This is an optimization exercise on Yosys and OpenROAD, whose aim is small area, a short achievable clock period and few clock cycles, not a production implementation. Only simulation tests tie the RTL to the original design; equivalence was not proved.

==> v27: inputs <==
==> flow/design.v <==
module hidden_layer (
    input              clk,
    input              clr,
    input              add,
    input      [159:0] w,          
    input      [3:0]   sel,
    output     [15:0]  h_out
);
    reg [159:0] acc;
    reg [29:0]  cy;                
    function [4:0] ripple4(input [3:0] a, input [3:0] b, input ci);
        integer n;
        reg c;
        begin
            c = ci;
            for (n = 0; n < 4; n = n + 1) begin
                ripple4[n] = a[n] ^ b[n] ^ c;
                c = (a[n] & b[n]) | (c & (a[n] ^ b[n]));
            end
            ripple4[4] = c;
        end
    endfunction
    integer j, q;
    reg [15:0] a, b;
    reg [2:0]  c;
    reg [4:0]  s;
    always @(posedge clk) begin
        for (j = 0; j < 10; j = j + 1) begin
            a = clr ? 16'd0 : acc[16*j +: 16];
            b = add ? w[16*j +: 16] : 16'd0;
            c = clr ? 3'd0 : cy[3*j +: 3];
            for (q = 0; q < 4; q = q + 1) begin
                s = ripple4(a[4*q +: 4], b[4*q +: 4], (q == 0) ? 1'b0 : c[q-1]);
                acc[16*j + 4*q +: 4] <= s[3:0];
                if (q < 3)
                    cy[3*j + q] <= s[4];
            end
        end
    end
    integer m;
    reg [15:0] hs;
    reg [2:0]  cs;
    always @(*) begin
        hs = 16'd0;
        cs = 3'd0;
        for (m = 0; m < 10; m = m + 1)
            if (sel == m) begin
                hs = hs | acc[16*m +: 16];
                cs = cs | cy[3*m +: 3];
            end
    end
    assign h_out = hs + {cs[2], 3'd0, cs[1], 3'd0, cs[0], 4'd0};
endmodule
module output_layer (
    input              clk,
    input              reset,
    input              c_in,         
    input              last_in,      
    input      [3:0]   k_in,         
    input      [159:0] w,
    input      [15:0]  hidden_in,    
    output reg [15:0]  node_val,     
    output reg [3:0]   node_k,
    output reg         node_en
);
    reg        c2, last2;
    reg [3:0]  k2;
    reg [15:0] fld, hv;
    integer d;
    reg [15:0] prod_pp, prod_neg, mag, pp;
    reg        b2, b1, b0, one, two, ng;
    always @(*) begin
        prod_pp = 16'd0;
        prod_neg = 16'd0;
        for (d = 0; d < 8; d = d + 1) begin
            b2 = hv[2*d+1];
            b1 = hv[2*d];
            b0 = (d == 0) ? 1'b0 : hv[2*d-1];
            one = b1 ^ b0;
            two = (b2 & ~b1 & ~b0) | (~b2 & b1 & b0);
            ng = b2 & ~(b1 & b0);
            mag = ({16{one}} & fld) | ({16{two}} & {fld[14:0], 1'b0});
            pp = (mag ^ {16{ng}}) << (2*d);
            prod_pp = prod_pp + pp;
            prod_neg[2*d] = ng;
        end
    end
    integer k;
    reg [15:0] sel;
    always @(*) begin
        sel = 16'd0;
        for (k = 0; k < 10; k = k + 1)
            if (k_in == k) sel = sel | w[16*k +: 16];
    end
    always @(posedge clk or posedge reset) begin
        if (reset) begin
            c2 <= 1'b0;
            last2 <= 1'b0;
            node_en <= 1'b0;
        end else begin
            c2 <= c_in;
            last2 <= last_in;
            node_en <= last2;
        end
    end
    always @(posedge clk) begin
        fld <= sel;
        hv <= c_in ? 16'd1 : hidden_in;
        k2 <= k_in;
        node_val <= (c2 ? 16'd0 : node_val) + prod_pp + prod_neg;
        node_k <= k2;
    end
endmodule
module hardmax (
    input              clk,
    input              reset,
    input              en,           
    input      [15:0]  val,
    input      [3:0]   k,
    output reg [3:0]   max_index,    
    output reg         max_done      
);
    reg [15:0] max_value;
    always @(posedge clk) begin
        if (en && (k == 4'd0 || val > max_value)) begin
            max_value <= val;
            max_index <= k;
        end
    end
    always @(posedge clk or posedge reset) begin
        if (reset)
            max_done <= 1'b0;
        else
            max_done <= en && (k == 4'd9);
    end
endmodule
module fnn_imgclsfctn (
    input          clk,
    input          reset,
    input  [27:0]  input_image,
    output         nxt_inp,
    output [3:0]   outp,
    output         outp_valid,
    output [9:0]   w_addr,
    input  [159:0] w_data
);
    localparam S_B   = 2'd0;    
    localparam S_PIX = 2'd1;    
    localparam S_OUT = 2'd2;    
    reg [1:0]  state;
    reg [3:0]  kcnt;            
    reg [3:0]  icnt;            
    reg [27:0] cur;
    reg [9:0]  base;            
    reg [4:0]  rows;            
    reg        ntake;           
    wire       take = !ntake;
    reg [9:0]  addr_r;
    reg        t0_bias, t0_pix, t0_c, t0_last;
    reg [3:0]  k0, i0;
    assign nxt_inp = take;
    assign w_addr  = addr_r;
    reg [4:0] col;
    integer b;
    always @(*) begin
        col = 5'd0;
        for (b = 27; b >= 0; b = b - 1)
            if (cur[b]) col = b[4:0];
    end
    wire        have = (cur != 28'd0);
    wire        pop  = (state == S_PIX) && have;
    wire [27:0] rem  = pop ? (cur & (cur - 28'd1)) : cur;
    wire        pix_done = (state == S_PIX) && (rem == 28'd0) && (rows == 5'd28);
    reg [1:0]  state_n;
    reg [4:0]  rows_n;
    reg [27:0] cur_n;
    always @(*) begin
        state_n = state;
        case (state)
            S_B:     state_n = S_PIX;
            S_PIX:   if (pix_done) state_n = S_OUT;
            default: if (icnt == 4'd10 && kcnt == 4'd9) state_n = S_B;
        endcase
        rows_n = pix_done ? 5'd0 : take ? rows + 5'd1 : rows;
        cur_n = take ? input_image : rem;
    end
    wire rem_le1 = ((rem & (rem - 28'd1)) == 28'd0);
    wire take_n = !take && (rows_n != 5'd28) &&
                  ((rem == 28'd0) || (rem_le1 && state_n == S_PIX));
    always @(posedge clk or posedge reset) begin
        if (reset) begin
            state <= S_B;
            kcnt <= 4'd0;
            icnt <= 4'd0;
            rows <= 5'd0;
            ntake <= 1'b0;
            t0_bias <= 1'b0;
            t0_pix <= 1'b0;
            t0_c <= 1'b0;
            t0_last <= 1'b0;
        end else begin
            state <= state_n;
            rows <= rows_n;
            ntake <= !take_n;
            t0_bias <= (state == S_B);
            t0_pix <= pop;
            t0_c <= (state == S_OUT) && (icnt == 4'd0);
            t0_last <= (state == S_OUT) && (icnt == 4'd10);
            if (state == S_OUT) begin
                if (icnt == 4'd10) begin
                    icnt <= 4'd0;
                    kcnt <= (kcnt == 4'd9) ? 4'd0 : kcnt + 4'd1;
                end else
                    icnt <= icnt + 4'd1;
            end
        end
    end
    always @(posedge clk) begin
        cur <= cur_n;
        if (take)
            base <= (rows == 5'd0) ? 10'd0 : base + 10'd28;
        case (state)
            S_B:     addr_r <= 10'd784;
            S_PIX:   addr_r <= base + {5'd0, col};
            default: addr_r <= (icnt == 4'd0) ? 10'd795 : 10'd784 + {6'd0, icnt};
        endcase
        k0 <= kcnt;
        i0 <= icnt - 4'd1;
    end
    reg       t1_bias, t1_pix, t1_c, t1_last;
    reg [3:0] k1, i1;
    always @(posedge clk or posedge reset) begin
        if (reset) begin
            t1_bias <= 1'b0;
            t1_pix <= 1'b0;
            t1_c <= 1'b0;
            t1_last <= 1'b0;
        end else begin
            t1_bias <= t0_bias;
            t1_pix <= t0_pix;
            t1_c <= t0_c;
            t1_last <= t0_last;
        end
    end
    always @(posedge clk) begin
        k1 <= k0;
        i1 <= i0;
    end
    wire [15:0]  h_val;
    wire [15:0]  node_val;
    wire [3:0]   node_k;
    wire         node_en;
    hidden_layer u_hidden (
        .clk(clk),
        .clr(t1_bias),
        .add(t1_bias | t1_pix),
        .w(w_data),
        .sel(i1),
        .h_out(h_val)
    );
    output_layer u_output (
        .clk(clk),
        .reset(reset),
        .c_in(t1_c),
        .last_in(t1_last),
        .k_in(k1),
        .w(w_data),
        .hidden_in(h_val),
        .node_val(node_val),
        .node_k(node_k),
        .node_en(node_en)
    );
    hardmax u_hardmax (
        .clk(clk),
        .reset(reset),
        .en(node_en),
        .val(node_val),
        .k(node_k),
        .max_index(outp),
        .max_done(outp_valid)
    );
endmodule
==> flow/flow/run.sh <==
#!/bin/bash
# The standard layout, with each port buffered by a buf_2 instead of the
# resizer's default choice (clkdlybuf4s50_1, larger and slower), and the
# resizer's timing repair asked for 18.2 ns of setup slack so that it works
# on the paths that set the achieved period.
set -o pipefail
bash standard.sh "BUFFER_PORTS_ARGS=-buffer_cell sky130_fd_sc_hd__buf_2" "SETUP_SLACK_MARGIN=18.2" finish > standard.log 2>&1
==> flow/standard.sh <==
#!/bin/bash
# synth_recipe.tcl (not shown) runs the flow's synth.tcl, then flattens the netlist and writes it again
# the make line also repeats each setting of config.mk as NAME=value (left out here)
make -C /OpenROAD-flow-scripts/flow DESIGN_CONFIG=/design/flow/config.mk WORK_HOME=/design/flow/orfs CLKGATE_MAP_FILE= SYNTH_SCRIPT=/design/flow/synth_recipe.tcl "${@:-finish}"
==> flow/config.mk <==
export PLATFORM = sky130hd
export DESIGN_NAME = fnn_imgclsfctn
export DESIGN_NICKNAME = fnn_imgclsfctn
export VERILOG_FILES = /design/flow/design.v
export SDC_FILE = /design/flow/constraint.sdc
export NUM_CORES = 4
export LEC_CHECK = 0
export CAP_MARGIN = 20
export CORE_MARGIN = 2
export CORE_UTILIZATION = 60
export CTS_CLUSTER_DIAMETER = 100
export CTS_CLUSTER_SIZE = 20
export SLEW_MARGIN = 20
==> flow/constraint.sdc <==
create_clock -name core_clock -period 24.0 [get_ports {clk}]
set_input_delay 4.8000 -clock core_clock [delete_from_list [all_inputs] [get_ports {clk}]]
set_output_delay 4.8000 -clock core_clock [all_outputs]
set_load 0.01 [all_outputs]
==> inputs of v15, as changes to v27 <==
==> flow/design.v, changed modules only <==
module hidden_layer (
    input              clk,
    input              clr,
    input              add,
    input      [159:0] w,          
    input      [3:0]   sel,
    output     [15:0]  h_out
);
    reg [159:0] nacc;              
    reg [49:0]  ncy;               
    integer j, n;
    reg [15:0] na, nb, ns;         
    reg [4:0]  nci, nco;           
    reg        nt;                 
    always @(posedge clk) begin
        for (j = 0; j < 10; j = j + 1) begin
            na = nacc[16*j +: 16] | {16{clr}};
            nb = ~(w[16*j +: 16] & {16{add}});
            nci = ncy[5*j +: 5] | {5{clr}};
            nt = 1'b1;
            for (n = 0; n < 16; n = n + 1) begin
                if (n % 3 == 0 && n > 0) begin
                    nco[n/3 - 1] = nt;
                    nt = nci[n/3 - 1];
                end
                ns[n] = na[n] ^ nb[n] ^ nt;
                nt = (na[n] & nb[n]) | (na[n] & nt) | (nb[n] & nt);
            end
            nacc[16*j +: 16] <= ns;
            ncy[5*j +: 5] <= nco;
        end
    end
    integer m;
    reg [15:0] hs;
    reg [4:0]  cs;
    always @(*) begin
        hs = 16'd0;
        cs = 5'd0;
        for (m = 0; m < 10; m = m + 1)
            if (sel == m) begin
                hs = hs | ~nacc[16*m +: 16];
                cs = cs | ~ncy[5*m +: 5];
            end
    end
    assign h_out = hs + {cs[4], 2'd0, cs[3], 2'd0, cs[2], 2'd0, cs[1], 2'd0, cs[0], 3'd0};
endmodule
module output_layer (
    input              clk,
    input              reset,
    input              c_in,         
    input              last_in,      
    input      [3:0]   k_in,         
    input      [159:0] w,
    input      [15:0]  hidden_in,    
    output reg [15:0]  node_val,     
    output reg [3:0]   node_k,
    output reg         node_en
);
    reg        c2, last2;
    reg [3:0]  k2;
    reg [15:0] fld;
    reg [7:0]  d_one, d_two, d_neg;    
    integer k;
    reg [15:0] sel;
    always @(*) begin
        sel = 16'd0;
        for (k = 0; k < 10; k = k + 1)
            if (k_in == k) sel = sel | w[16*k +: 16];
    end
    integer e;
    reg [15:0] mplr;
    reg        b2, b1, b0;
    reg [7:0]  e_one, e_two, e_neg;
    always @(*) begin
        mplr = c_in ? 16'd1 : hidden_in;
        for (e = 0; e < 8; e = e + 1) begin
            b2 = mplr[2*e+1];
            b1 = mplr[2*e];
            b0 = (e == 0) ? 1'b0 : mplr[2*e-1];
            e_one[e] = b1 ^ b0;
            e_two[e] = (b2 & ~b1 & ~b0) | (~b2 & b1 & b0);
            e_neg[e] = b2 & ~(b1 & b0);
        end
    end
    integer d;
    reg [15:0] prod_pp, prod_neg, mag;
    always @(*) begin
        prod_pp = 16'd0;
        prod_neg = 16'd0;
        for (d = 0; d < 8; d = d + 1) begin
            mag = ({16{d_one[d]}} & fld) | ({16{d_two[d]}} & {fld[14:0], 1'b0});
            prod_pp = prod_pp + ((mag ^ {16{d_neg[d]}}) << (2*d));
            prod_neg[2*d] = d_neg[d];
        end
    end
    always @(posedge clk or posedge reset) begin
        if (reset) begin
            c2 <= 1'b0;
            last2 <= 1'b0;
            node_en <= 1'b0;
        end else begin
            c2 <= c_in;
            last2 <= last_in;
            node_en <= last2;
        end
    end
    always @(posedge clk) begin
        fld <= sel;
        d_one <= e_one;
        d_two <= e_two;
        d_neg <= e_neg;
        k2 <= k_in;
        node_val <= (c2 ? 16'd0 : node_val) + prod_pp + prod_neg;
        node_k <= k2;
    end
endmodule
module fnn_imgclsfctn (
    input          clk,
    input          reset,
    input  [27:0]  input_image,
    output         nxt_inp,
    output [3:0]   outp,
    output         outp_valid,
    output [9:0]   w_addr,
    input  [159:0] w_data
);
    localparam S_INIT = 2'd3;   
    localparam S_B   = 2'd0;    
    localparam S_PIX = 2'd1;    
    localparam S_OUT = 2'd2;    
    reg [1:0]  state;
    reg [3:0]  kcnt;            
    reg [3:0]  icnt;            
    reg [27:0] cur;
    reg [9:0]  base;            
    reg [4:0]  rows;            
    reg        take;
    reg [9:0]  addr_r;
    reg        t0_bias, t0_pix, t0_c, t0_last;
    reg [3:0]  k0, i0;
    assign nxt_inp = take;
    assign w_addr  = addr_r;
    reg [4:0] col;
    integer b;
    always @(*) begin
        col = 5'd0;
        for (b = 27; b >= 0; b = b - 1)
            if (cur[b]) col = b[4:0];
    end
    wire        have = (cur != 28'd0);
    wire        pop  = (state == S_PIX) && have;
    wire [27:0] rem  = pop ? (cur & (cur - 28'd1)) : cur;
    wire        pix_done = (state == S_PIX) && (rem == 28'd0) && (rows == 5'd28);
    reg [1:0]  state_n;
    reg [4:0]  rows_n;
    reg [27:0] cur_n;
    always @(*) begin
        state_n = state;
        case (state)
            S_INIT:  state_n = S_B;
            S_B:     state_n = S_PIX;
            S_PIX:   if (pix_done) state_n = S_OUT;
            S_OUT:   if (icnt == 4'd10 && kcnt == 4'd9) state_n = S_B;
        endcase
        rows_n = pix_done ? 5'd0 : take ? rows + 5'd1 : rows;
        cur_n = take ? input_image : rem;
    end
    wire rem_le1 = ((rem & (rem - 28'd1)) == 28'd0);
    wire take_n = !take && (rows_n != 5'd28) &&
                  ((state == S_INIT) || (rem == 28'd0) || (rem_le1 && state_n == S_PIX));
    always @(posedge clk or posedge reset) begin
        if (reset) begin
            state <= S_INIT;
            kcnt <= 4'd0;
            icnt <= 4'd0;
            rows <= 5'd0;
            take <= 1'b0;
            t0_bias <= 1'b0;
            t0_pix <= 1'b0;
            t0_c <= 1'b0;
            t0_last <= 1'b0;
        end else begin
            state <= state_n;
            rows <= rows_n;
            take <= take_n;
            t0_bias <= (state == S_B);
            t0_pix <= pop;
            t0_c <= (state == S_OUT) && (icnt == 4'd0);
            t0_last <= (state == S_OUT) && (icnt == 4'd10);
            if (state == S_OUT) begin
                if (icnt == 4'd10) begin
                    icnt <= 4'd0;
                    kcnt <= (kcnt == 4'd9) ? 4'd0 : kcnt + 4'd1;
                end else
                    icnt <= icnt + 4'd1;
            end
        end
    end
    always @(posedge clk) begin
        cur <= cur_n;
        if (take)
            base <= (rows == 5'd0) ? 10'd0 : base + 10'd28;
        case (state)
            S_PIX:   addr_r <= base + {5'd0, col};
            S_OUT:   addr_r <= (icnt == 4'd0) ? 10'd795 : 10'd784 + {6'd0, icnt};
            default: addr_r <= 10'd784;
        endcase
        k0 <= kcnt;
        i0 <= icnt - 4'd1;
    end
    reg       t1_bias, t1_pix, t1_c, t1_last;
    reg [3:0] k1, i1;
    always @(posedge clk or posedge reset) begin
        if (reset) begin
            t1_bias <= 1'b0;
            t1_pix <= 1'b0;
            t1_c <= 1'b0;
            t1_last <= 1'b0;
        end else begin
            t1_bias <= t0_bias;
            t1_pix <= t0_pix;
            t1_c <= t0_c;
            t1_last <= t0_last;
        end
    end
    always @(posedge clk) begin
        k1 <= k0;
        i1 <= i0;
    end
    wire [15:0]  h_val;
    wire [15:0]  node_val;
    wire [3:0]   node_k;
    wire         node_en;
    hidden_layer u_hidden (
        .clk(clk),
        .clr(t1_bias),
        .add(t1_bias | t1_pix),
        .w(w_data),
        .sel(i1),
        .h_out(h_val)
    );
    output_layer u_output (
        .clk(clk),
        .reset(reset),
        .c_in(t1_c),
        .last_in(t1_last),
        .k_in(k1),
        .w(w_data),
        .hidden_in(h_val),
        .node_val(node_val),
        .node_k(node_k),
        .node_en(node_en)
    );
    hardmax u_hardmax (
        .clk(clk),
        .reset(reset),
        .en(node_en),
        .val(node_val),
        .k(node_k),
        .max_index(outp),
        .max_done(outp_valid)
    );
endmodule
==> flow/flow/run.sh (replaced) <==
#!/bin/bash
# The standard layout, with each port buffered by a buf_2 instead of the
# resizer's default choice (clkdlybuf4s50_1, larger and slower).
set -o pipefail
bash standard.sh "BUFFER_PORTS_ARGS=-buffer_cell sky130_fd_sc_hd__buf_2" finish > standard.log 2>&1
Settings changed: CTS_BUF_LIST set to sky130_fd_sc_hd__clkbuf_8, CTS_CLUSTER_DIAMETER 100 to 60, CTS_CLUSTER_SIZE 20 to 12.
==> impl_results.md <==
* Final non-filler cell total at around 2,900
* Net Count, Synth at between 2,000 and 3,000
* RePlAce Congestion at around 0.93
* Register area share after synthesis at 0.340
* Status: complete, no violations
The numbers above come from v27.

==> impl_results.md <==
* Register area share after synthesis at 0.361
* Status: complete, no violations
* Net Count, Synth at around 2,800
* Final non-filler cell total at approximately 2,900
The numbers above come from v15.

Testbench counts of v27, summed over its fixed seeds: cycles 13,728.
Testbench counts of v15, summed over its fixed seeds: cycles 13,736.

[static timing again, ports no longer ideal]
How much do the figures lean on ideal ports? The routed layouts below were timed once more, with nothing changed but the port constraints.
Step 1 sets driving cells, clkbuf_16 on the clock port and buf_2 on the other inputs (assumed; they add their load-dependent delay and slew).
Step 2 adds t to the input delays and takes it off the output delays; t is the mean of the earliest and latest rising clock arrival at the registers after step 1. Input paths then give back, and output paths get back, about the clock's delay inside the block.
Slacks: ideal ports / drivers / drivers and shift; pairs: ideal ports / drivers.
| run | t, ns | setup WS [ns] | worst register clock-pin slew, ns |
|---|---|---|---|
| v27 | 0.589 | 17.897 / 17.842 / 17.416 | 0.09 / 0.09 |
| v15 | 0.645 | 18.049 / 18.002 / 17.428 | 0.09 / 0.09 |
After both steps every run listed still meets setup and hold. The setup slack of v15, which loses most, moves by -0.047 ns with the drivers and by -0.621 ns with both steps.
